From an optimization exercise on the open Yosys and OpenROAD flow, aimed at small area; shortcuts taken in it are not production practice. The RTL was checked by simulation tests, not by an equivalence proof against the original design. Power figures rest on the tool's default switching activity, not on a simulated workload.

[config.mk]
export PLATFORM = sky130hd
export DESIGN_NAME = TLP_Completer
export DESIGN_NICKNAME = TLP_Completer
export VERILOG_FILES = /design/flow/design.v
export SDC_FILE = /design/flow/constraint.sdc
export NUM_CORES = 8
export LEC_CHECK = 0
export CAP_MARGIN = 20
export CORE_MARGIN = 2
export CORE_UTILIZATION = 40
export SLEW_MARGIN = 20
[constraint.sdc]
create_clock -name core_clock -period 10.0 [get_ports {clk}]
set_input_delay 2.0000 -clock core_clock [delete_from_list [all_inputs] [get_ports {clk}]]
set_output_delay 2.0000 -clock core_clock [all_outputs]
set_load 0.01 [all_outputs]
[design.v]
`timescale 1ns / 1ps 
`default_nettype none 
module HardwareSubunit #(
	parameter DELAY = 25
) (
	clk,
	reset,
	in_data,
	next_ready,
	out_data,
	completion_status
);
	input	[34:0] 	in_data;
	input 	clk,
		reset,
		next_ready;
	output reg [31:0] out_data; 	
	output reg [3:0] completion_status;
	reg [63:0]	address; 
	reg [31:0]	middle_in_data,
			old_data;
	reg [9:0]		payload_length; 
	reg [7:0]		TLP_TFMT,	
						delay_counter;	
	reg [1:0]		TLP_counter;	
	reg 	middle_next_ready,
		broken,
		middle_reset,
		size;		
	reg [31:0] out_data_v;
	reg [3:0] completion_status_v;
	reg [63:0] address_v;
	reg [31:0] middle_in_data_v;
	reg [31:0] old_data_v;
	reg [9:0] payload_length_v;
	reg [7:0] TLP_TFMT_v;
	reg [7:0] delay_counter_v;
	reg [1:0] TLP_counter_v;
	reg  middle_next_ready_v;
	reg  broken_v;
	reg  middle_reset_v;
	reg  size_v;
always @(posedge clk)
	begin
		out_data_v = out_data;
		completion_status_v = completion_status;
		address_v = address;
		middle_in_data_v = middle_in_data;
		old_data_v = old_data;
		payload_length_v = payload_length;
		TLP_TFMT_v = TLP_TFMT;
		delay_counter_v = delay_counter;
		TLP_counter_v = TLP_counter;
		middle_next_ready_v = middle_next_ready;
		broken_v = broken;
		middle_reset_v = middle_reset;
		size_v = size;
		middle_in_data_v = in_data[31:0];
		middle_next_ready_v = next_ready;
		middle_reset_v = reset;
		if (middle_reset_v == 1'b1)
		begin
			address_v = 64'b0;
			middle_in_data_v = 32'b0;
			old_data_v = 32'b0;
			payload_length_v = 10'b0;
			TLP_TFMT_v = 8'b0;
			delay_counter_v = 0;
			TLP_counter_v = 2'b0;
			middle_next_ready_v = 1'b0;
			size_v = 1'b0;
			out_data_v = 32'b0;
			completion_status_v = 4'b0;
			broken_v = 1'b0;
		end
		else 
		begin
			if (middle_in_data_v != 0 && payload_length_v == 0 && TLP_counter_v == 0 && delay_counter_v == 0) 
			begin
				TLP_TFMT_v = middle_in_data_v[31:24];
				if (TLP_TFMT_v[4:0] == 5'b00000) 
				begin
					if (TLP_TFMT_v[7:5] == 3'b000) 
					begin
						TLP_counter_v = 2'b10;
						size_v = 1'b0;
					end
					else if (TLP_TFMT_v[7:5] == 3'b001) 
					begin
						TLP_counter_v = 2'b11;
						size_v = 1'b1;
					end
					else if (TLP_TFMT_v[7:5] == 3'b010) 
					begin
						TLP_counter_v = 2'b10;
						size_v = 1'b0;
					end
					else if (TLP_TFMT_v[7:5] == 3'b011) 
					begin
						TLP_counter_v = 2'b11;
						size_v = 1'b1;
					end
					payload_length_v = middle_in_data_v[9:0]; 
				end
				else if (TLP_TFMT_v[4:0] == 5'b00010) 
				begin
					size_v = 1'b0;
					TLP_counter_v = 2'b10;
					payload_length_v = 0;
				end
				else if (TLP_TFMT_v[4:0] == 5'b00100 || TLP_TFMT_v[4:0] == 5'b00101) 
				begin
					size_v = 1'b0;
					TLP_counter_v = 2'b10;
					payload_length_v = 0;
				end
				else 
				begin
					broken_v = 1'b1;
				end
			end
			else if (old_data_v != middle_in_data_v && middle_in_data_v != 0 && TLP_counter_v != 0) 
			begin
				TLP_counter_v = TLP_counter_v - 1'b1;
				if (TLP_TFMT_v[4:0] != 5'b00100 && TLP_TFMT_v[4:0] != 5'b00101) 
				begin
					if (size_v == 1'b1 && TLP_counter_v == 2'b01) 
					begin
						address_v[63:32] = middle_in_data_v;
					end
					if (TLP_counter_v == 2'b00)
					begin
							address_v[31:0] = middle_in_data_v;
							delay_counter_v = DELAY; 
					end
				end
				else 
				begin
					delay_counter_v = DELAY; 
				end
			end
			else if (TLP_counter_v == 0 && (payload_length_v != 0 || delay_counter_v !=0)) 
			begin
				if (TLP_TFMT_v[4:0] == 5'b00000 && (TLP_TFMT_v[7:5] == 3'b000 || TLP_TFMT_v[7:5] == 3'b001)) 
				begin
					if (delay_counter_v != 0)
					begin
						delay_counter_v = delay_counter_v - 1; 
					end
					else if (delay_counter_v == 0 && payload_length_v != 0 && middle_next_ready_v == 1 && out_data_v == 0)
					begin
						out_data_v = ~(address_v[47:16]);
						payload_length_v = payload_length_v - 1'b1;
						completion_status_v = 4'b1000;
					end
					if (payload_length_v == 0)
					begin
						address_v = 64'b0;
						TLP_TFMT_v = 8'b0;
						TLP_counter_v = 2'b0;
						size_v = 1'b0;
					end
				end
				else if ((TLP_TFMT_v[4:0] == 5'b00000 && (TLP_TFMT_v[7:5] == 3'b010 || TLP_TFMT_v[7:5] == 3'b011)) || TLP_TFMT_v[4:0] == 5'b00010 || TLP_TFMT_v[4:0] == 5'b00100 || TLP_TFMT_v[4:0] == 5'b00101) 
				begin
					if (old_data_v != middle_in_data_v && middle_in_data_v != 0 && delay_counter_v == DELAY && payload_length_v != 0)
					begin
						payload_length_v = payload_length_v - 1'b1;
					end
					else if (payload_length_v == 0)
					begin
						delay_counter_v = delay_counter_v - 1; 
					end
					if (middle_next_ready_v == 1 && delay_counter_v == 0)
					begin
						out_data_v = 32'b0;
						completion_status_v = 4'b1000;
						address_v = 64'b0;
						TLP_TFMT_v = 8'b0;
						TLP_counter_v = 2'b0;
						size_v = 1'b0;
					end
				end
			end
			if (old_data_v != middle_in_data_v)
			begin
				old_data_v = middle_in_data_v;
			end
			if (middle_next_ready_v == 0)
			begin
				out_data_v = 32'b0;
				completion_status_v = 4'b0;
			end
		end
		out_data <= out_data_v;
		completion_status <= completion_status_v;
		address <= address_v;
		middle_in_data <= middle_in_data_v;
		old_data <= old_data_v;
		payload_length <= payload_length_v;
		TLP_TFMT <= TLP_TFMT_v;
		delay_counter <= delay_counter_v;
		TLP_counter <= TLP_counter_v;
		middle_next_ready <= middle_next_ready_v;
		broken <= broken_v;
		middle_reset <= middle_reset_v;
		size <= size_v;
	end
endmodule
`timescale 1ns / 1ps 
`default_nettype none 
module OLR_Ingress(
	header_out,
	payload_out,
	ready1,
	ready2,
	payload_in,
	header_in,
	completionstatus_in,
	clk,
	reset,
	sorter_ready
);
	input [34:0] 	header_in;	
	input [31:0]	payload_in;	
	input [3:0]	completionstatus_in;	
	input		clk,	
			reset,	
			sorter_ready;	
	output reg [135:0]	header_out;		
	output reg [39:0]	payload_out;	
	output reg 		ready1,		
				ready2;			
	reg [135:0]	header_register;
	reg [39:0]	header_temp_register,
			payload_register;	
	reg [31:0]	payload_temp_register;
	reg [9:0]	payload_counter,
			mem_write_ready_counter;
	reg [3:0]	completionstatus_temp_register;
	reg [2:0]	header_counter;
	reg		reset_register,
			sorter_ready_register,
			header_control,
			payload_control,
			mem_write_ready_control,
			mem_write_compstatus_wait,
			ready_to_depart;
	reg [135:0] header_out_v;
	reg [39:0] payload_out_v;
	reg  ready1_v;
	reg  ready2_v;
	reg [135:0] header_register_v;
	reg [39:0] header_temp_register_v;
	reg [39:0] payload_register_v;
	reg [31:0] payload_temp_register_v;
	reg [9:0] payload_counter_v;
	reg [9:0] mem_write_ready_counter_v;
	reg [3:0] completionstatus_temp_register_v;
	reg [2:0] header_counter_v;
	reg  reset_register_v;
	reg  sorter_ready_register_v;
	reg  header_control_v;
	reg  payload_control_v;
	reg  mem_write_ready_control_v;
	reg  mem_write_compstatus_wait_v;
	reg  ready_to_depart_v;
always @(posedge clk)
begin
		header_out_v = header_out;
		payload_out_v = payload_out;
		ready1_v = ready1;
		ready2_v = ready2;
		header_register_v = header_register;
		header_temp_register_v = header_temp_register;
		payload_register_v = payload_register;
		payload_temp_register_v = payload_temp_register;
		payload_counter_v = payload_counter;
		mem_write_ready_counter_v = mem_write_ready_counter;
		completionstatus_temp_register_v = completionstatus_temp_register;
		header_counter_v = header_counter;
		reset_register_v = reset_register;
		sorter_ready_register_v = sorter_ready_register;
		header_control_v = header_control;
		payload_control_v = payload_control;
		mem_write_ready_control_v = mem_write_ready_control;
		mem_write_compstatus_wait_v = mem_write_compstatus_wait;
		ready_to_depart_v = ready_to_depart;
	reset_register_v = reset;
	sorter_ready_register_v = sorter_ready;
	header_temp_register_v = header_in;
	payload_temp_register_v = payload_in;
	completionstatus_temp_register_v = completionstatus_in;
	if(reset_register_v == 1'b1)
	begin
		header_out_v = 136'b0;
		payload_out_v = 40'b0;
		ready1_v = 1'b1;
		ready2_v = 1'b0;
		header_register_v = 136'b0;
		payload_register_v = 32'b0;
		payload_counter_v = 10'b0;
		completionstatus_temp_register_v = 3'b0;
		header_counter_v = 3'b0;
		reset_register_v = 1'b0;
		sorter_ready_register_v = 1'b0;
		header_control_v = 1'b0;
		payload_control_v = 1'b0;
		ready_to_depart_v = 1'b0;
		mem_write_ready_counter_v = 10'b0;
		mem_write_ready_control_v = 1'b0;
		mem_write_compstatus_wait_v = 1'b0;
	end	
	else
	begin
		if(header_control_v == 1'b0 && payload_control_v == 1'b0 && ready1_v == 1'b1 && header_temp_register_v != 1'b0 && mem_write_ready_control_v == 0)
		begin
			header_register_v [31:0] = header_temp_register_v[31:0];				
			header_register_v [135] = header_temp_register_v[34];				
			header_register_v [129:128] = header_temp_register_v[33:32];			
			header_counter_v = 3'b01;
			header_control_v = 1'b1;
			ready1_v = 1'b0;
			if(header_register_v [28:24] == 5'b00000 && (header_register_v [31:29] == 3'b000 || header_register_v [31:29] == 3'b001))
			begin
				payload_control_v = 1'b1;
				payload_counter_v = header_register_v[9:0];
			end
		end
		else if (header_control_v == 1'b1 && header_counter_v > 3'b0 && ready1_v == 1'b1 && header_temp_register_v != 1'b0)
		begin
			if(header_counter_v == 3'b001)
			begin
				header_register_v [63:32] = header_temp_register_v[31:0];
				header_counter_v = header_counter_v + 1'b1;
				ready1_v = 1;
			end
			else if(header_counter_v == 3'b010)
			begin
				header_register_v [95:64] = header_temp_register_v[31:0];
				if(header_register_v[29] == 1'b0)
				begin
					ready1_v = 1'b0;
					header_counter_v = 2'b0;
				end
				else if(header_register_v[29] == 1'b1)
				begin
					ready1_v = 1'b1;
					header_counter_v = header_counter_v + 1'b1;
				end
			end
			else if (header_counter_v == 2'b11)
			begin
				header_register_v [127:96] = header_temp_register_v[31:0];
				header_counter_v = 1'b0;
				ready1_v = 1'b0;
			end
			if (header_counter_v == 2'b00 && mem_write_ready_control_v == 1'b0)
			begin
				 ready2_v = 1'b1;
			end
		end
		if (mem_write_ready_control_v == 1'b1 && ready1_v == 1'b0 && mem_write_ready_counter_v != 10'b0)
		begin
			ready1_v = 1'b1;
			mem_write_ready_counter_v = mem_write_ready_counter_v - 1'b1;
			if(mem_write_ready_counter_v == 1'b0)
			begin
				mem_write_ready_control_v = 1'b0;
				mem_write_compstatus_wait_v = 1'b1;
				ready1_v = 1'b0;
			end
		end
		else if (mem_write_ready_control_v == 1'b1 && ready1_v == 1'b1 && header_temp_register_v != 40'b0)
		begin
			ready1_v = 1'b0;
		end
		else if(header_register_v [28:24] == 5'b00000 && (header_register_v [31:29] == 3'b010 || header_register_v [31:29] == 3'b011) && header_counter_v == 3'b0 && mem_write_ready_control_v == 1'b0 && mem_write_ready_counter_v == 10'b0 && mem_write_compstatus_wait_v == 1'b0)
		begin
			mem_write_ready_control_v = 1'b1;
			mem_write_ready_counter_v = header_register_v[9:0] + 1'b1;
		end
		if (completionstatus_temp_register_v != 4'b0 && ready2_v == 1'b1 && header_control_v == 1'b1)
		begin
			header_register_v[132:130] = completionstatus_temp_register_v[2:0];
			ready2_v = 1'b0;
			ready_to_depart_v = 1'b1;
			mem_write_compstatus_wait_v = 1'b0;
			if (payload_control_v == 1'b1)
			begin
				payload_register_v[31:0] = payload_temp_register_v;
				payload_register_v[33:32] = header_register_v[129:128];		
				payload_counter_v = payload_counter_v - 1'b1;
			end
		end
		else if (payload_temp_register_v != 32'b0 && payload_control_v == 1'b1 && ready2_v == 1'b1 && header_control_v == 1'b0)
		begin
			payload_register_v[31:0] = payload_temp_register_v;
			payload_register_v[33:32] = header_register_v[129:128];		
			payload_counter_v = payload_counter_v - 1'b1;
			ready_to_depart_v = 1'b1;
			if (payload_counter_v > 1'b0)
			begin
				payload_register_v[39] = 1'b1;
			end
			else if (payload_counter_v == 1'b0)
			begin
				payload_register_v[39] = 1'b0;
			end
		end
		if (ready_to_depart_v == 1'b1 && sorter_ready_register_v == 1'b1 && header_control_v == 1'b1)
		begin
			header_out_v = header_register_v;
			header_control_v = 1'b0;
			if(payload_control_v == 1'b1)
			begin
				ready_to_depart_v = 1'b1;
			end
			else if(payload_control_v == 1'b0)
			begin
				ready_to_depart_v = 1'b0;
				header_register_v = 1'b0;
				ready1_v = 1'b1;
			end
		end
		else if (ready_to_depart_v == 1'b1 && sorter_ready_register_v == 1'b1 && payload_control_v == 1'b1 && header_control_v == 1'b0 && header_out_v == 136'b0)
		begin
			payload_out_v = payload_register_v;
			payload_register_v = 0;
			ready_to_depart_v = 1'b0;
			if (payload_counter_v > 10'b0)
			begin
				ready2_v = 1'b1;
			end
			else if (payload_counter_v == 10'b0)
			begin
				payload_control_v = 1'b0;
				ready1_v = 1'b1;
				header_register_v = 1'b0;
			end
		end
		if (sorter_ready_register_v == 1'b0)
		begin
			header_out_v = 136'b0;
			payload_out_v = 40'b0;
		end
		if (ready1_v == 1'b1 && (header_counter_v > 0 || ready_to_depart_v == 1'b1) && header_temp_register_v != 40'b0)
		begin
			ready1_v = 1'b0;
		end
		else if(ready1_v == 1'b0 && header_counter_v > 0 && header_temp_register_v == 40'b0)
		begin
			ready1_v = 1'b1;
		end
		if (ready2_v == 1'b1 && payload_temp_register_v != 32'b0)
		begin
			ready2_v = 1'b0;
		end
	end
		header_out <= header_out_v;
		payload_out <= payload_out_v;
		ready1 <= ready1_v;
		ready2 <= ready2_v;
		header_register <= header_register_v;
		header_temp_register <= header_temp_register_v;
		payload_register <= payload_register_v;
		payload_temp_register <= payload_temp_register_v;
		payload_counter <= payload_counter_v;
		mem_write_ready_counter <= mem_write_ready_counter_v;
		completionstatus_temp_register <= completionstatus_temp_register_v;
		header_counter <= header_counter_v;
		reset_register <= reset_register_v;
		sorter_ready_register <= sorter_ready_register_v;
		header_control <= header_control_v;
		payload_control <= payload_control_v;
		mem_write_ready_control <= mem_write_ready_control_v;
		mem_write_compstatus_wait <= mem_write_compstatus_wait_v;
		ready_to_depart <= ready_to_depart_v;
	end
endmodule
`timescale 1ns / 1ps 
`default_nettype none 
module OLR_Sorter (
	sorted_header,
	pass_through_payload,
	ready,
	in_data_header,
	in_data_payload,
	next_ready,
	reset,
	clk
); 
	input [135:0]	in_data_header;		
	input [39:0]	in_data_payload;  
	input 		next_ready, 	  		
	      		reset,
	      		clk; 
	output reg [103:0]	sorted_header; 		
	output reg [39:0]	pass_through_payload;  	 
	output reg 		ready; 
	reg [135:0]	temporary_reg;
	reg [127:0]	header_holder;
	reg [103:0]	adjusted_completion_header; 		
	reg [39:0]	payload_holder,
		  	payload_register;
	reg [9:0]	payload_counter; 		
	reg 		reset_register; 
	reg 		use_next_ready,			
	    		payload_control,			
	    		header_control,
	    		ready_to_depart;						 
	reg [103:0] sorted_header_v;
	reg [39:0] pass_through_payload_v;
	reg  ready_v;
	reg [135:0] temporary_reg_v;
	reg [127:0] header_holder_v;
	reg [103:0] adjusted_completion_header_v;
	reg [39:0] payload_holder_v;
	reg [39:0] payload_register_v;
	reg [9:0] payload_counter_v;
	reg  reset_register_v;
	reg  use_next_ready_v;
	reg  payload_control_v;
	reg  header_control_v;
	reg  ready_to_depart_v;
always @(posedge clk)
	begin
		sorted_header_v = sorted_header;
		pass_through_payload_v = pass_through_payload;
		ready_v = ready;
		temporary_reg_v = temporary_reg;
		header_holder_v = header_holder;
		adjusted_completion_header_v = adjusted_completion_header;
		payload_holder_v = payload_holder;
		payload_register_v = payload_register;
		payload_counter_v = payload_counter;
		reset_register_v = reset_register;
		use_next_ready_v = use_next_ready;
		payload_control_v = payload_control;
		header_control_v = header_control;
		ready_to_depart_v = ready_to_depart;
		temporary_reg_v = in_data_header; 
		payload_holder_v = in_data_payload;
		use_next_ready_v = next_ready; 
		reset_register_v = reset; 
		if (reset_register_v)
		begin 
		sorted_header_v = 104'b0; 		
		pass_through_payload_v = 40'b0; 
		ready_v = 1'b1; 
		temporary_reg_v = 136'b0; 
		header_holder_v = 128'b0;
		adjusted_completion_header_v = 104'b0; 		 
		payload_holder_v = 40'b0;
		payload_register_v = 40'b0;
		payload_counter_v = 10'b0; 		
		reset_register_v = 1'b0;
		use_next_ready_v = 1'b0;			 
	   	payload_control_v = 1'b0;			
	    	header_control_v = 1'b0;
	   	ready_to_depart_v = 1'b0;
		end 
		if (temporary_reg_v != 1'b0 && ready_v == 1'b1 && header_control_v == 1'b0 && payload_control_v == 1'b0) 
		begin 
			header_holder_v = temporary_reg_v[127:0];
			header_control_v = 1'b1;  
			adjusted_completion_header_v[103] = temporary_reg_v[135];
			adjusted_completion_header_v[100:98] = temporary_reg_v[132:130]; 
			adjusted_completion_header_v[97:96] = temporary_reg_v[129:128];
			if (header_holder_v [28:24] == 5'b00000 && (header_holder_v [31:29] == 3'b000 || header_holder_v [31:29] == 3'b001))
			begin
				payload_control_v = 1'b1; 
				payload_counter_v[9:0] = header_holder_v[9:0]; 
				adjusted_completion_header_v [28:0] = header_holder_v [28:0];
				adjusted_completion_header_v [11:10] = 2'b00;
				adjusted_completion_header_v [31:29] = 3'b010; 
				casex (header_holder_v [39:32])
					8'b00001xx1: adjusted_completion_header_v [44:32] = 13'd4;
 					8'b000001x1: adjusted_completion_header_v [44:32] = 13'd3;
					8'b00001x10: adjusted_completion_header_v [44:32] = 13'd3;
					8'b00000011: adjusted_completion_header_v [44:32] = 13'd2;
					8'b00000110: adjusted_completion_header_v [44:32] = 13'd2;
					8'b00001100: adjusted_completion_header_v [44:32] = 13'd2;
					8'b00000001: adjusted_completion_header_v [44:32] = 13'd1;
					8'b00000010: adjusted_completion_header_v [44:32] = 13'd1;
					8'b00000100: adjusted_completion_header_v [44:32] = 13'd1;
					8'b00001000: adjusted_completion_header_v [44:32] = 13'd1;
					8'b00000000: adjusted_completion_header_v [44:32] = 13'd1;
					8'b1xxxxxx1: adjusted_completion_header_v [44:32] = (header_holder_v [9:0] * 3'd4);
					8'b01xxxxx1: adjusted_completion_header_v [44:32] = (header_holder_v [9:0] * 3'd4) - 13'd1;
					8'b001xxxx1: adjusted_completion_header_v [44:32] = (header_holder_v [9:0] * 3'd4) - 13'd2;
					8'b0001xxx1: adjusted_completion_header_v [44:32] = (header_holder_v [9:0] * 3'd4) - 13'd3;
					8'b1xxxxx10: adjusted_completion_header_v [44:32] = (header_holder_v [9:0] * 3'd4) - 13'd1;
					8'b01xxxx10: adjusted_completion_header_v [44:32] = (header_holder_v [9:0] * 3'd4) - 13'd2;
					8'b001xxx10: adjusted_completion_header_v [44:32] = (header_holder_v [9:0] * 3'd4) - 13'd3;
					8'b0001xx10: adjusted_completion_header_v [44:32] = (header_holder_v [9:0] * 3'd4) - 13'd4;
					8'b1xxxx100: adjusted_completion_header_v [44:32] = (header_holder_v [9:0] * 3'd4) - 13'd2;
					8'b01xxx100: adjusted_completion_header_v [44:32] = (header_holder_v [9:0] * 3'd4) - 13'd3;
					8'b001xx100: adjusted_completion_header_v [44:32] = (header_holder_v [9:0] * 3'd4) - 13'd4;
					8'b0001x100: adjusted_completion_header_v [44:32] = (header_holder_v [9:0] * 3'd4) - 13'd5;
					8'b1xxx1000: adjusted_completion_header_v [44:32] = (header_holder_v [9:0] * 3'd4) - 13'd3;
					8'b01xx1000: adjusted_completion_header_v [44:32] = (header_holder_v [9:0] * 3'd4) - 13'd4;
					8'b001x1000: adjusted_completion_header_v [44:32] = (header_holder_v [9:0] * 3'd4) - 13'd5;
					8'b00011000: adjusted_completion_header_v [44:32] = (header_holder_v [9:0] * 3'd4) - 13'd6;
					default: adjusted_completion_header_v [44:32] = 0;
				endcase
				adjusted_completion_header_v [47:45] = adjusted_completion_header_v [100:98];
				adjusted_completion_header_v [63:48] = 16'b1111111111111111;
				casex (header_holder_v [35:32])
					4'b0000: adjusted_completion_header_v [65:64] = 2'b00;  
					4'bxxx1: adjusted_completion_header_v [65:64] = 2'b00; 
					4'bxx10: adjusted_completion_header_v [65:64] = 2'b01; 
					4'bx100: adjusted_completion_header_v [65:64] = 2'b10;
					4'b1000: adjusted_completion_header_v [65:64] = 2'b11;
					default: adjusted_completion_header_v [65:64] = 2'b00; 
 				endcase 
				if (header_holder_v [29] == 1'b0) 
					begin
						adjusted_completion_header_v [70:66] = header_holder_v [70:66]; 
					end 	
				else 
					begin
						adjusted_completion_header_v [70:66] = header_holder_v [102:98]; 
					end 
				adjusted_completion_header_v [71] = 1'b0;
 				adjusted_completion_header_v [79:72] = header_holder_v [47:40];
				adjusted_completion_header_v [95:80] = header_holder_v [63:48];
				end
			else if (header_holder_v [28:24] == 5'b00000 && (header_holder_v [31:29] == 3'b010 || header_holder_v [31:29] == 3'b011))
			begin
				adjusted_completion_header_v [9:0] = header_holder_v [9:0];
				adjusted_completion_header_v [11:10] = 2'b00;
				adjusted_completion_header_v [28:12] = header_holder_v [28:12]; 
				adjusted_completion_header_v [31:29] = 3'b000; 
				adjusted_completion_header_v [44:32] = 13'b0000000000011;
				adjusted_completion_header_v [47:45] = adjusted_completion_header_v [100:98];
				adjusted_completion_header_v [63:48] = 16'b1111111111111111;
				adjusted_completion_header_v [70:64] = 7'b0000000;
				adjusted_completion_header_v [71] = 1'b0;
 				adjusted_completion_header_v [79:72] = header_holder_v [47:40];
				adjusted_completion_header_v [95:80] = header_holder_v [63:48];
			end 
			else if (header_holder_v [28:24] == 5'b00010)
			begin 
				adjusted_completion_header_v [9:0] = header_holder_v [9:0];
				adjusted_completion_header_v [11:10] = 2'b00;
				adjusted_completion_header_v [28:12] = header_holder_v [28:12]; 
				adjusted_completion_header_v [31:29] = 3'b000; 
				adjusted_completion_header_v [44:32] = 13'b0000000111111;
				adjusted_completion_header_v [47:45] = adjusted_completion_header_v [100:98];
				adjusted_completion_header_v [63:48] = 16'b1111111111111111;
				adjusted_completion_header_v [70:64] = 7'b0000000; 
				adjusted_completion_header_v [71] = 1'b0; 
 				adjusted_completion_header_v [79:72] = header_holder_v [47:40];
				adjusted_completion_header_v [95:80] = header_holder_v [63:48];
			end 
		        else if (header_holder_v [28:24] == 5'b00100 || header_holder_v [28:24] == 5'b00101) 
			begin 
				adjusted_completion_header_v [9:0] = header_holder_v [9:0];
				adjusted_completion_header_v [11:10] = 2'b00;
				adjusted_completion_header_v [28:12] = header_holder_v [28:12]; 
				adjusted_completion_header_v [31:29] = 3'b000; 
				adjusted_completion_header_v [44:32] = 13'b000000000011;
				adjusted_completion_header_v [47:45] = adjusted_completion_header_v [100:98];
				adjusted_completion_header_v [63:48] = 16'b1111111111111111;
				adjusted_completion_header_v [70:64] = 7'b0000000; 
				adjusted_completion_header_v [71] = 1'b0; 
	 			adjusted_completion_header_v [79:72] = header_holder_v [47:40];
				adjusted_completion_header_v [95:80] = header_holder_v [63:48];
			end
			ready_to_depart_v = 1'b1; 
			adjusted_completion_header_v[102:98] = 5'b0;
		end 
		if (ready_to_depart_v == 1'b1 && use_next_ready_v == 1'b1 && header_control_v == 1'b1)
		begin 
			sorted_header_v = adjusted_completion_header_v;
			adjusted_completion_header_v = 104'b0; 
			header_holder_v = 127'b0;
			header_control_v = 1'b0;
			ready_to_depart_v = 1'b0;
			ready_v = 1'b1; 
		end 
		if(payload_control_v == 1'b1 && payload_holder_v != 1'b0 && ready_v == 1'b1 && header_control_v == 1'b0)
		begin 
			payload_register_v = payload_holder_v; 
			ready_to_depart_v = 1'b1;  
			payload_counter_v = payload_counter_v - 1'b1; 
			ready_v = 1'b0;
		end 
		if (ready_to_depart_v == 1'b1 && use_next_ready_v == 1'b1 && payload_control_v == 1'b1 && header_control_v == 1'b0)
		begin 
			pass_through_payload_v = payload_register_v; 
			payload_register_v = 1'b0;
			ready_to_depart_v = 1'b0;
			ready_v = 1'b1; 
			if (payload_counter_v == 1'b0)
			begin 
				payload_control_v = 1'b0;
			end 
		end 
		if(ready_v == 1'b1 && (temporary_reg_v != 1'b0 || payload_holder_v != 1'b0))
		begin
			ready_v = 1'b0;
		end
		if(ready_v == 1'b0 && temporary_reg_v == 1'b0 && payload_holder_v == 1'b0 && payload_register_v == 1'b0 && adjusted_completion_header_v == 0)
		begin
			ready_v = 1'b1;
		end
		if(use_next_ready_v == 1'b0)
		begin
			sorted_header_v = 104'b0;
			pass_through_payload_v = 40'b0;
		end
		sorted_header <= sorted_header_v;
		pass_through_payload <= pass_through_payload_v;
		ready <= ready_v;
		temporary_reg <= temporary_reg_v;
		header_holder <= header_holder_v;
		adjusted_completion_header <= adjusted_completion_header_v;
		payload_holder <= payload_holder_v;
		payload_register <= payload_register_v;
		payload_counter <= payload_counter_v;
		reset_register <= reset_register_v;
		use_next_ready <= use_next_ready_v;
		payload_control <= payload_control_v;
		header_control <= header_control_v;
		ready_to_depart <= ready_to_depart_v;
	end 
endmodule
`timescale 1ns / 1ps 
`default_nettype none 
module OLR_Egress (
	data_out0,
	data_out1,
	data_out2,
	data_out3,
	ready,
	header_in,
	payload_in,
	clk,
	reset,
	buffer_ready0,
	buffer_ready1,
	buffer_ready2,
	buffer_ready3
);
	input [103:0] 	header_in;		
	input [39:0]	payload_in;		
	input		clk,				
			reset,					
			buffer_ready0,			
			buffer_ready1,			
			buffer_ready2,			
			buffer_ready3;			
	output reg [34:0]	data_out0,	
				data_out1,			
				data_out2,			
				data_out3;			
	output reg 		ready;			
	reg [103:0]	header_register,
			header_temp_register;	
	reg [39:0]	payload_temp_register,
			payload_register;
	reg [9:0]	payload_counter;
	reg [1:0]	header_counter,
			lane_number;
	reg		reset_register,
			header_control,
			payload_control,
			ready_to_depart,
			buffer0_register,
			buffer1_register,
			buffer2_register,
			buffer3_register,
			buffer_ready_stale0,
			buffer_ready_stale1,
			buffer_ready_stale2,
			buffer_ready_stale3;	
	reg [34:0] data_out0_v;
	reg [34:0] data_out1_v;
	reg [34:0] data_out2_v;
	reg [34:0] data_out3_v;
	reg  ready_v;
	reg [103:0] header_register_v;
	reg [103:0] header_temp_register_v;
	reg [39:0] payload_temp_register_v;
	reg [39:0] payload_register_v;
	reg [9:0] payload_counter_v;
	reg [1:0] header_counter_v;
	reg [1:0] lane_number_v;
	reg  reset_register_v;
	reg  header_control_v;
	reg  payload_control_v;
	reg  ready_to_depart_v;
	reg  buffer0_register_v;
	reg  buffer1_register_v;
	reg  buffer2_register_v;
	reg  buffer3_register_v;
	reg  buffer_ready_stale0_v;
	reg  buffer_ready_stale1_v;
	reg  buffer_ready_stale2_v;
	reg  buffer_ready_stale3_v;
always @(posedge clk)
begin
		data_out0_v = data_out0;
		data_out1_v = data_out1;
		data_out2_v = data_out2;
		data_out3_v = data_out3;
		ready_v = ready;
		header_register_v = header_register;
		header_temp_register_v = header_temp_register;
		payload_temp_register_v = payload_temp_register;
		payload_register_v = payload_register;
		payload_counter_v = payload_counter;
		header_counter_v = header_counter;
		lane_number_v = lane_number;
		reset_register_v = reset_register;
		header_control_v = header_control;
		payload_control_v = payload_control;
		ready_to_depart_v = ready_to_depart;
		buffer0_register_v = buffer0_register;
		buffer1_register_v = buffer1_register;
		buffer2_register_v = buffer2_register;
		buffer3_register_v = buffer3_register;
		buffer_ready_stale0_v = buffer_ready_stale0;
		buffer_ready_stale1_v = buffer_ready_stale1;
		buffer_ready_stale2_v = buffer_ready_stale2;
		buffer_ready_stale3_v = buffer_ready_stale3;
	reset_register_v = reset;
	buffer0_register_v = buffer_ready0;
	buffer1_register_v = buffer_ready1;
	buffer2_register_v = buffer_ready2;
	buffer3_register_v = buffer_ready3;
	header_temp_register_v = header_in;
	payload_temp_register_v = payload_in;
	if(reset_register_v == 1'b1)
	begin
		data_out0_v = 35'b0;
		data_out1_v = 35'b0;
		data_out2_v = 35'b0;
		data_out3_v = 35'b0;
		ready_v = 1'b0;
		header_register_v = 104'b0;
		payload_register_v = 40'b0;
		buffer0_register_v = 1'b0;
		buffer1_register_v = 1'b0;
		buffer2_register_v = 1'b0;
		buffer3_register_v = 1'b0;
		buffer_ready_stale0_v = 1'b0;
		buffer_ready_stale1_v = 1'b0;
		buffer_ready_stale2_v = 1'b0;
		buffer_ready_stale3_v = 1'b0;
		header_control_v = 1'b0;
		payload_control_v = 1'b0;
		ready_to_depart_v = 1'b0;
		ready_v = 1'b1;
		lane_number_v = 2'b0;
		header_counter_v = 2'b0;
		payload_counter_v = 10'b0;
	end
	else	
	begin	
		if(header_control_v == 1'b0 && payload_control_v == 1'b0 && ready_v == 1'b1 && header_temp_register_v != 104'b0)
		begin
			header_register_v = header_temp_register_v;
			lane_number_v = header_register_v[97:96];
			header_control_v = 1'b1;
			header_counter_v = 2'b11;
			ready_to_depart_v = 1'b1;
			if(header_register_v [28:24] == 5'b00000 && (header_register_v [31:29] == 3'b010 || header_register_v [31:29] == 3'b011))
			begin
				payload_counter_v = header_register_v[9:0];
				payload_control_v = 1'b1;
			end 
		end
		if (payload_temp_register_v != 32'b0 && payload_control_v == 1'b1 && ready_v == 1'b1)
		begin
			payload_register_v[31:0] = payload_temp_register_v[31:0];
			payload_register_v[33:32] = lane_number_v;		
			ready_to_depart_v = 1'b1;
		end
		if(buffer0_register_v == 1'b1 && ready_to_depart_v == 1'b1 && lane_number_v == 2'b00 && buffer_ready_stale0_v == 0)
		begin
			if (header_counter_v == 2'b11)
			begin
				data_out0_v = {3'b100, header_register_v[31:0]};
				header_counter_v = header_counter_v - 1'b1;
			end
			else if (header_counter_v == 2'b10)
			begin
				data_out0_v = {3'b100, header_register_v[63:32]};
				header_counter_v = header_counter_v - 1'b1;
			end
			else if (header_counter_v == 2'b01 && payload_control_v == 1'b1)
			begin
				data_out0_v = {3'b100, header_register_v[95:64]};
				header_counter_v = header_counter_v - 1'b1;
			end
			else if (header_counter_v == 2'b01 && payload_control_v == 1'b0)
			begin
				data_out0_v = {3'b0, header_register_v[95:64]};
				header_counter_v = header_counter_v - 1'b1;
			end
			else if (payload_control_v == 1'b1 && payload_counter_v > 0)
			begin
				payload_counter_v = payload_counter_v - 1'b1;
				if (payload_counter_v > 0)
				begin
					data_out0_v = {3'b100, payload_register_v[31:0]};
				end
				else if (payload_counter_v == 0)
				begin
					data_out0_v = {3'b0, payload_register_v[31:0]};
				end
				payload_register_v = 40'b0;
			end
			if (header_counter_v == 3'b0 && payload_counter_v != 10'b0)
			begin
				header_control_v = 1'b0;
				header_register_v = 104'b0;
				ready_to_depart_v = 1'b0;
				ready_v = 1;
			end
			else if (header_counter_v == 3'b0 && payload_counter_v == 10'b0)
			begin
				header_control_v = 1'b0;
				payload_control_v = 1'b0;
				lane_number_v = 2'b0;
				payload_register_v = 40'b0;
				ready_to_depart_v = 1'b0;
				ready_v = 1;
			end
		end
		if(buffer1_register_v == 1'b1 && ready_to_depart_v == 1'b1 && lane_number_v == 2'b01 && buffer_ready_stale1_v == 0)
		begin
			if (header_counter_v == 2'b11)
			begin
				data_out1_v = {3'b100, header_register_v[31:0]};
				header_counter_v = header_counter_v - 1'b1;
			end
			else if (header_counter_v == 2'b10)
			begin
				data_out1_v = {3'b100, header_register_v[63:32]};
				header_counter_v = header_counter_v - 1'b1;
			end
			else if (header_counter_v == 2'b01 && payload_control_v == 1'b1)
			begin
				data_out1_v = {3'b100, header_register_v[95:64]};
				header_counter_v = header_counter_v - 1'b1;
			end
			else if (header_counter_v == 2'b01 && payload_control_v == 1'b0)
			begin
				data_out1_v = {3'b0, header_register_v[95:64]};
				header_counter_v = header_counter_v - 1'b1;
			end
			else if (payload_control_v == 1'b1 && payload_counter_v > 0)
			begin
				payload_counter_v = payload_counter_v - 1'b1;
				if (payload_counter_v > 0)
				begin
					data_out1_v = {3'b100, payload_register_v[31:0]};
				end
				else if (payload_counter_v == 0)
				begin
					data_out1_v = {3'b0, payload_register_v[31:0]};
				end
				payload_register_v = 40'b0;
			end
			if (header_counter_v == 3'b0 && payload_counter_v != 10'b0)
			begin
				header_control_v = 1'b0;
				header_register_v = 104'b0;
				ready_to_depart_v = 1'b0;
				ready_v = 1;
			end
			else if (header_counter_v == 3'b0 && payload_counter_v == 10'b0)
			begin
				header_control_v = 1'b0;
				payload_control_v = 1'b0;
				lane_number_v = 2'b0;
				payload_register_v = 40'b0;
				ready_to_depart_v = 1'b0;
				ready_v = 1;
			end	
		end
		if(buffer2_register_v == 1'b1 && ready_to_depart_v == 1'b1 && lane_number_v == 2'b10 && buffer_ready_stale2_v == 0)
		begin
			if (header_counter_v == 2'b11)
			begin
				data_out2_v = {3'b100, header_register_v[31:0]};
				header_counter_v = header_counter_v - 1'b1;
			end
			else if (header_counter_v == 2'b10)
			begin
				data_out2_v = {3'b100, header_register_v[63:32]};
				header_counter_v = header_counter_v - 1'b1;
			end
			else if (header_counter_v == 2'b01 && payload_control_v == 1'b1)
			begin
				data_out2_v = {3'b100, header_register_v[95:64]};
				header_counter_v = header_counter_v - 1'b1;
			end
			else if (header_counter_v == 2'b01 && payload_control_v == 1'b0)
			begin
				data_out2_v = {3'b0, header_register_v[95:64]};
				header_counter_v = header_counter_v - 1'b1;
			end
			else if (payload_control_v == 1'b1 && payload_counter_v > 0)
			begin
				payload_counter_v = payload_counter_v - 1'b1;
				if (payload_counter_v > 0)
				begin
					data_out2_v = {3'b100, payload_register_v[31:0]};
				end
				else if (payload_counter_v == 0)
				begin
					data_out2_v = {3'b0, payload_register_v[31:0]};
				end
				payload_register_v = 40'b0;
			end
			if (header_counter_v == 3'b0 && payload_counter_v != 10'b0)
			begin
				header_control_v = 1'b0;
				header_register_v = 104'b0;
				ready_to_depart_v = 1'b0;
				ready_v = 1;
			end
			else if (header_counter_v == 3'b0 && payload_counter_v == 10'b0)
			begin
				header_control_v = 1'b0;
				payload_control_v = 1'b0;
				lane_number_v = 2'b0;
				payload_register_v = 40'b0;
				ready_to_depart_v = 1'b0;
				ready_v = 1;
			end	
		end
		if(buffer3_register_v == 1'b1 && ready_to_depart_v == 1'b1 && lane_number_v == 2'b11 && buffer_ready_stale3_v == 0)
		begin
			if (header_counter_v == 2'b11)
			begin
				data_out3_v = {3'b100, header_register_v[31:0]};
				header_counter_v = header_counter_v - 1'b1;
			end
			else if (header_counter_v == 2'b10)
			begin
				data_out3_v = {3'b100, header_register_v[63:32]};
				header_counter_v = header_counter_v - 1'b1;
			end
			else if (header_counter_v == 2'b01 && payload_control_v == 1'b1)
			begin
				data_out3_v = {3'b100, header_register_v[95:64]};
				header_counter_v = header_counter_v - 1'b1;
			end
			else if (header_counter_v == 2'b01 && payload_control_v == 1'b0)
			begin
				data_out3_v = {3'b0, header_register_v[95:64]};
				header_counter_v = header_counter_v - 1'b1;
			end
			else if (payload_control_v == 1'b1 && payload_counter_v > 0)
			begin
				payload_counter_v = payload_counter_v - 1'b1;
				if (payload_counter_v > 0)
				begin
					data_out3_v = {3'b100, payload_register_v[31:0]};
				end
				else if (payload_counter_v == 0)
				begin
					data_out3_v = {3'b0, payload_register_v[31:0]};
				end
				payload_register_v = 40'b0;
			end
			if (header_counter_v == 3'b0 && payload_counter_v != 10'b0)
			begin
				header_control_v = 1'b0;
				header_register_v = 104'b0;
				ready_to_depart_v = 1'b0;
				ready_v = 1;
			end
			else if (header_counter_v == 3'b0 && payload_counter_v == 10'b0)
			begin
				header_control_v = 1'b0;
				payload_control_v = 1'b0;
				lane_number_v = 2'b0;
				payload_register_v = 40'b0;
				ready_to_depart_v = 1'b0;
				ready_v = 1;
			end	
		end
		if(buffer0_register_v == 1'b0)
		begin
			data_out0_v = 35'b0;
		end
		if(buffer1_register_v == 1'b0)
		begin
			data_out1_v = 35'b0;
		end
		if(buffer2_register_v == 1'b0)
		begin
			data_out2_v = 35'b0;
		end
		if(buffer3_register_v == 1'b0)
		begin
			data_out3_v = 35'b0;
		end
		if(buffer0_register_v == 1'b1)
		begin
			buffer_ready_stale0_v = 1'b1;
		end
		else
		begin
			buffer_ready_stale0_v = 1'b0;
		end
		if(buffer1_register_v == 1'b1)
		begin
			buffer_ready_stale1_v = 1'b1;
		end
		else
		begin
			buffer_ready_stale1_v = 1'b0;
		end
		if(buffer2_register_v == 1'b1)
		begin
			buffer_ready_stale2_v = 1'b1;
		end
		else
		begin
			buffer_ready_stale2_v = 1'b0;
		end
		if(buffer3_register_v == 1'b1)
		begin
			buffer_ready_stale3_v = 1'b1;
		end
		else
		begin
			buffer_ready_stale3_v = 1'b0;
		end
		if(ready_v == 1'b1 && ready_to_depart_v == 1'b1)
		begin
			ready_v = 1'b0;
		end
		if(ready_to_depart_v == 1'b1 && header_control_v == 1'b1 && (data_out0_v != 0 || data_out1_v != 0 || data_out2_v != 0 || data_out3_v != 0))
		begin
			ready_to_depart_v = 1'b0;
		end
		else if(ready_to_depart_v == 1'b0 && header_control_v == 1'b1)
		begin
			ready_to_depart_v = 1'b1;
		end
	end
		data_out0 <= data_out0_v;
		data_out1 <= data_out1_v;
		data_out2 <= data_out2_v;
		data_out3 <= data_out3_v;
		ready <= ready_v;
		header_register <= header_register_v;
		header_temp_register <= header_temp_register_v;
		payload_temp_register <= payload_temp_register_v;
		payload_register <= payload_register_v;
		payload_counter <= payload_counter_v;
		header_counter <= header_counter_v;
		lane_number <= lane_number_v;
		reset_register <= reset_register_v;
		header_control <= header_control_v;
		payload_control <= payload_control_v;
		ready_to_depart <= ready_to_depart_v;
		buffer0_register <= buffer0_register_v;
		buffer1_register <= buffer1_register_v;
		buffer2_register <= buffer2_register_v;
		buffer3_register <= buffer3_register_v;
		buffer_ready_stale0 <= buffer_ready_stale0_v;
		buffer_ready_stale1 <= buffer_ready_stale1_v;
		buffer_ready_stale2 <= buffer_ready_stale2_v;
		buffer_ready_stale3 <= buffer_ready_stale3_v;
	end
endmodule
`timescale 1ns / 1ps
module OLR (
	clk,
	reset,
	header_in,
	payload_in,
	completion_status,
	buffer_ready0,
	buffer_ready1,
	buffer_ready2,
	buffer_ready3,
	data_out0,
	data_out1,
	data_out2,
	data_out3,
	ready_buffer,
	ready_subunit
);
	input [34:0]	header_in;
	input [31:0]	payload_in;
	input [3:0]	completion_status;
	input		clk,
			reset,
			buffer_ready0,
			buffer_ready1,
			buffer_ready2,
			buffer_ready3;
	output [34:0] 	data_out0,
			data_out1,
			data_out2,
			data_out3;
	output		ready_buffer,
			ready_subunit;
	wire [135:0]	header_data_IS;
	wire [39:0]	payload_data_IS;
	wire		sorter_ready;
	wire [103:0]	header_data_SE;
	wire [39:0]	payload_data_SE;
	wire		egress_ready;
	OLR_Ingress ingress(
		.header_out(header_data_IS),
		.payload_out(payload_data_IS),
		.ready1(ready_buffer),
		.ready2(ready_subunit),
		.payload_in(payload_in),
		.header_in(header_in),
		.completionstatus_in(completion_status),
		.clk(clk),
		.reset(reset),
		.sorter_ready(sorter_ready)
	);
	OLR_Sorter sorter(
		.sorted_header(header_data_SE),
		.pass_through_payload(payload_data_SE),
		.ready(sorter_ready),
		.in_data_header(header_data_IS),
		.in_data_payload(payload_data_IS),
		.next_ready(egress_ready),
		.reset(reset),
		.clk(clk)
	);
   	OLR_Egress egress(
		.data_out0(data_out0),
		.data_out1(data_out1),
		.data_out2(data_out2),
		.data_out3(data_out3),
		.ready(egress_ready),
		.header_in(header_data_SE),
		.payload_in(payload_data_SE),
		.clk(clk),
		.reset(reset),
		.buffer_ready0(buffer_ready0),
		.buffer_ready1(buffer_ready1),
		.buffer_ready2(buffer_ready2),
		.buffer_ready3(buffer_ready3)
	);
endmodule
`timescale 1ns / 1ps
`default_nettype none
module TLP_Completer (
	clk,
	reset,
	in_data,
	in_ready,
	buffer_ready0,
	buffer_ready1,
	buffer_ready2,
	buffer_ready3,
	out_data0,
	out_data1,
	out_data2,
	out_data3
);
	input		clk,
			reset,
			buffer_ready0,
			buffer_ready1,
			buffer_ready2,
			buffer_ready3;
	input [34:0]	in_data;		 
	output		in_ready;		 
	output [34:0]	out_data0,		 
			out_data1,
			out_data2,
			out_data3;
	wire [31:0]	payload;
	wire [3:0]	completion_status;
	wire		ready_subunit;
	HardwareSubunit #(
		25
	) HardwareSubunit1 (
		.clk(clk),
		.reset(reset),
		.in_data(in_data),
		.next_ready(ready_subunit),
		.out_data(payload),
		.completion_status(completion_status)
	);
	OLR OLR1 (
		.clk(clk),
		.reset(reset),
		.header_in(in_data),
		.payload_in(payload),
		.completion_status(completion_status),
		.buffer_ready0(buffer_ready0),
		.buffer_ready1(buffer_ready1),
		.buffer_ready2(buffer_ready2),
		.buffer_ready3(buffer_ready3),
		.data_out0(out_data0),
		.data_out1(out_data1),
		.data_out2(out_data2),
		.data_out3(out_data3),
		.ready_buffer(in_ready),
		.ready_subunit(ready_subunit)
	);
endmodule
[run.sh]
#!/bin/bash
# synth_recipe.tcl (not shown) runs the flow's synth.tcl, then flattens the netlist and writes it again
# the make line also repeats each setting of config.mk as NAME=value (left out here)
make -C /OpenROAD-flow-scripts/flow DESIGN_CONFIG=/design/flow/config.mk WORK_HOME=/design/flow/orfs CLKGATE_MAP_FILE= SYNTH_SCRIPT=/design/flow/synth_recipe.tcl finish
==> impl_results.md <==
- TritonCTS Buffers: between 100 and 150
- Sequential cell area in the final layout: between 20,000 and 25,000 sq um
- Number of cells after detailed placement: 8,068
- Total setup violations reported at the end of the flow: 0
- Floorplan Core Area: roughly 130,000 sq um
- Leakage power: ~23 nW
- Reg2reg path depth: 31
- Net count after synthesis: between 6,000 and 7,000
- Antenna violation net count after detailed routing: 0
- DR WL met2: roughly 110,000 microns
- Rows: 132
- Commonest cells after routing, fill and taps aside: sky130_fd_sc_hd__nor2_1, sky130_fd_sc_hd__dfxtp_1, sky130_fd_sc_hd__nand2_1
- Highest Signal Layer: met5
- DRC viols: 0
- Worst EP arrival: between 10 and 15 ns
- Post-synth cell types: about 110
- Die Y: between 300 and 400 microns
- Start of the worst register-to-register path: OLR1.egress.payload_control$_SDFF_PP0_
- Number of buffers inserted for hold repair after clock tree synthesis: 0
- Final net count: ~6,500
- DIE AREA: 132,000 sq um
- H-tree levels: 3
- Footprint of the multi-input gates: 28,200 sq um
- Setup slack of the worst register-to-register path: around 0.64 ns
- Fraction of final layout cells sized beyond drive strength 1: approximately a tenth
- Met3 routed WL: roughly 22,000 microns
- Finished Core Util: a little under half
- Startpoint type of the worst setup path: primary input
- Ranking of synthesized cells by area: sky130_fd_sc_hd__dfxtp_1, sky130_fd_sc_hd__nor2_1, sky130_fd_sc_hd__mux2i_1
- 1st-iter DRT viols: 6,321
- Critical path endpoint category: register
- Clock Tree Buf Depth: 3
- Commonest register cell after synthesis: sky130_fd_sc_hd__dfxtp_1
- Number of hold violations in the final report: 0
- Yosys warning total: 4
- Non-filler cells, final: 8,294
- Critical-path maximum fanout: 24
- Max IR drop VDD: between 0.4 and 0.5 mV
- Starting density of the core: ~40%
- Area leader, netlist: sky130_fd_sc_hd__dfxtp_1
- Global-route wire length before repair: approximately 350,000 microns
- Most frequent CP cell: sky130_fd_sc_hd__a21oi_1
- Post-route fraction of the period consumed by the critical path: a little over nine tenths
- Buffer count from post-CTS setup fixing: 0
- Average via count per standard cell: approximately 6.2
- Number of flops mapped to enable cells by yosys: 0
- CTS resizes: 0
- Filler cells: roughly 13,000
- Clock-pin slew of the registers on the worst-case setup and hold paths: 0.06 ns
- Syn Std Cell Area: about 52,000 sq um
- Required time of the worst setup path: roughly 11 ns
- Class of the worst hold path: reg2reg
- Met1 layer wirelength in the final routing: 98,900 microns
- Leading cell type in the layout, fill and taps excluded: sky130_fd_sc_hd__nor2_1
- Endpoint of the lowest-slack register-to-register path: OLR1.egress.header_register[82]$_SDFF_PP0_
- End point of the critical path: OLR1.egress.header_register[82]$_SDFF_PP0_
- Depth of the worst hold-timing path: 2
- Skew-Pair Late Insertion Delay: 0.78 ns
- Worst setup path category: in2reg
- Routed wire per std cell: between 20 and 30 microns
- RSZ-0062 raised after global routing: no
- Port Buffers: between 150 and 200
- Total count of max-transition violations in the final report: 0
- Router iterations before antenna repair: 6
- Gate Count Post-Synth: 6,341
- Top-level port count: between 150 and 200
- Number of antenna violations at the first check in global routing: 19
- Share of the yosys chip area belonging to registers: 41.9%
- Fmax: 0.107 GHz
- Final routed wirelength across all metal layers: roughly 250,000 microns
- Global placement routability congestion: around 1.1
- Maximum clock skew at final layout: 0.0715 ns
- Clock sinks: 1,085
- Clock tree from TritonCTS: done
- Area fraction of the dominant cell type after synthesis: 41.9%
- Mean cell area of the mapped netlist: between 8 and 9 sq um
- Power per cell area: about 260 nW/um^2
- Share of synthesized registers carrying an async set or reset: 0%
- Vias after detailed routing: between 50,000 and 60,000
- Maximum number of pins on one net before global-route repair: 266
- Final critical delay including setup and external delays: between 9 and 10 ns
- Gr usage total: between 30 and 40%
- Largest stage delay, worst path: roughly 0.57 ns
- Vias in the first global route: 47,700
- Post-Route Setup TNS: 0 ns
- Clk Tree Root Cell: sky130_fd_sc_hd__clkbuf_16
- Max-capacitance violation count: 0
- Layout-stage area growth over the synthesis result: 16.9%
- Actual slew at the worst max-slew pin: between 1 and 1.5 ns
- Detail Placement HPWL: roughly 180,000 microns
- Horizontal die dimension: about 360 microns
- Worst setup path start: buffer_ready0
- Worst relative slew slack: 11.2%
- Post-synthesis sequential element count: ~1,100
- Slowest stage cell on the critical path: sky130_fd_sc_hd__or3_2
- Result of the run: timing/DRC/antenna clean
- Grt total ovfl: 0
-- critical path: cells and delay by family --
| family | cells | cell delay [ns] |
|---|---|---|
| AOI/OAI and AO/OA | 12 | 3.19 |
| xor gates and xnor gates | 1 | 0.29 |
| adders and majority gates | 2 | 0.56 |
| buffers and inverters | 5 | 1.04 |
| muxes | 1 | 0.37 |
| and+or+nand+nor | 9 | 2.56 |
-- layer usage --
| metal | vias to the layer above | global-route usage [%] |
|---|---|---|
| li1 | 23100 | - |
| met1 | 24700 | 46.3 |
| met2 | 2796 | 55.1 |
| met3 | 798 | 7.64 |
| met4 | 12 | 26.9 |
| met5 | - | 0 |
-- how the worst min path moves through the flow --
stage / endpoint / slack (ns) / start
CTS: OLR1.ingress.header_register[130]$_SDFF_PP0_ / 0.43 / OLR1.ingress.header_register[130]$_SDFF_PP0_
detailed placement: OLR1.ingress.header_register[130]$_SDFF_PP0_ / 0.42 / OLR1.ingress.header_register[130]$_SDFF_PP0_
floorplan: OLR1.ingress.header_register[130]$_SDFF_PP0_ / 0.41 / OLR1.ingress.header_register[130]$_SDFF_PP0_
global placement: OLR1.ingress.header_register[132]$_SDFF_PP0_ / 0.42 / OLR1.ingress.header_register[132]$_SDFF_PP0_
finish: OLR1.ingress.header_register[130]$_SDFF_PP0_ / 0.43 / OLR1.ingress.header_register[130]$_SDFF_PP0_
global route: OLR1.ingress.header_register[131]$_SDFF_PP0_ / 0.46 / OLR1.ingress.header_register[131]$_SDFF_PP0_
-- state kept, by name, indices dropped and copies added (netlist names), 7 cells and up --
name and count:
OLR1.ingress.header_out 134, OLR1.ingress.header_register 134, OLR1.sorter.adjusted_completion_header 104, OLR1.sorter.sorted_header 104, OLR1.egress.header_register 96, OLR1.sorter.pass_through_payload 40
OLR1.sorter.payload_register 40, OLR1.egress.data_out0 35, OLR1.egress.data_out1 35, OLR1.egress.data_out2 35, OLR1.egress.data_out3 35, OLR1.ingress.payload_out 35
OLR1.ingress.payload_register 35, HardwareSubunit1.address 32, HardwareSubunit1.old_data 32, HardwareSubunit1.out_data 32, OLR1.egress.payload_register 32, HardwareSubunit1.payload_length 10
OLR1.egress.payload_counter 10, OLR1.ingress.mem_write_ready_counter 10, OLR1.ingress.payload_counter 10, OLR1.sorter.payload_counter 10, HardwareSubunit1.delay_counter 8, HardwareSubunit1.TLP_TFMT 7
-- cells by family after synthesis --
family / synth area share [%]
compound gates: 19.5
xor+xnor: 1.94
fa+ha+maj: 0.787
buf+inv: 4.29
flops: 41.9
mux: 8.13
simple gates: 23.5
-- cell type report --
type | count | area share, %
Clock buffer | 169 | 5.62
Tap cell | 1742 | 3.60
Antenna cell | 10 | 0.0413
Timing Repair Buffer | 486 | 6.88
Inverter | 56 | 0.349
Sequential cell | 1085 | 35.9
Multi-Input combinational cell | 4699 | 46.6
Clock inverter | 47 | 1.09
-- stage by stage --
| stage | area (sq um) | setup slack (ns) | hold slack (ns) | total power, mW |
|---|---|---|---|---|
| finish | 60600 | 0.613 | 0.429 | 15.6 |
| global route | 60600 | 0.0991 | 0.457 | 16.0 |
| CTS | 60500 | 0.882 | 0.429 | 15.3 |
| detailed placement | 56500 | 0.153 | 0.419 | 10.7 |
| global placement | 56500 | 0.320 | 0.417 | 10.8 |
| floorplan | 51800 | 0.773 | 0.410 | 8.44 |
-- Yosys cell counts, types with 13 or more instances --
library cell               instances
sky130_fd_sc_hd__a211oi_1        296
sky130_fd_sc_hd__a21o_1           25
sky130_fd_sc_hd__a21oi_1         423
sky130_fd_sc_hd__a221o_1          22
sky130_fd_sc_hd__a221oi_1         58
sky130_fd_sc_hd__a222oi_1         16
sky130_fd_sc_hd__a22oi_1          63
sky130_fd_sc_hd__a311oi_1         21
sky130_fd_sc_hd__a31oi_1          40
sky130_fd_sc_hd__and2_1          105
sky130_fd_sc_hd__and3_1           50
sky130_fd_sc_hd__buf_1            49
sky130_fd_sc_hd__buf_2            22
sky130_fd_sc_hd__clkbuf_1        414
sky130_fd_sc_hd__dfxtp_1        1085
sky130_fd_sc_hd__ha_1             31
sky130_fd_sc_hd__inv_1            53
sky130_fd_sc_hd__mux2_2           23
sky130_fd_sc_hd__mux2i_1         385
sky130_fd_sc_hd__nand2_1         585
sky130_fd_sc_hd__nand2b_1         23
sky130_fd_sc_hd__nand3_1         115
sky130_fd_sc_hd__nand4_1          64
sky130_fd_sc_hd__nor2_1         1125
sky130_fd_sc_hd__nor2b_1          62
sky130_fd_sc_hd__nor3_1          155
sky130_fd_sc_hd__nor4_1          175
sky130_fd_sc_hd__o211ai_1         36
sky130_fd_sc_hd__o21a_1           13
sky130_fd_sc_hd__o21ai_0         215
sky130_fd_sc_hd__o21ai_1          18
sky130_fd_sc_hd__o221ai_1         25
sky130_fd_sc_hd__o22ai_1          21
sky130_fd_sc_hd__o31a_1           17
sky130_fd_sc_hd__o31ai_1          30
sky130_fd_sc_hd__or2_2            20
sky130_fd_sc_hd__or3_1            40
sky130_fd_sc_hd__or4_1            27
sky130_fd_sc_hd__xnor2_1          56
sky130_fd_sc_hd__xor2_1           57
-- power breakdown --
part	total [mW]	switching [mW]	internal, mW
clock network	4.61	1.95	2.66
registers	4.61	0.146	4.47
logic	6.36	4.53	1.83
total	15.6	6.62	8.96

==> separate check: timing with driven ports <==
How much do the figures lean on ideal ports? The routed layout below was timed once more, with nothing changed but the port constraints. Step 1 sets driving cells, clkbuf_16 on the clock port and buf_2 on the other inputs (assumed; they add their load-dependent delay and slew). Step 2 also shifts input and output timing later by t, the mid clock arrival at the registers, as if the neighbouring blocks saw the same clock. Slacks: ideal ports / drivers / drivers and shift; pairs: ideal ports / drivers.
t, ns: 0.823
slack for setup (ns): 0.613 / 0.644 / -0.164
worst setup path at the end: input to register
worst slew at a driven data input, ns: 0.06
pins driven straight from the clock port: 1
With both steps, setup timing fails in this run, where it was met with ideal ports. The setup slack of this run moves by +0.031 ns with the drivers and by -0.777 ns with both steps.
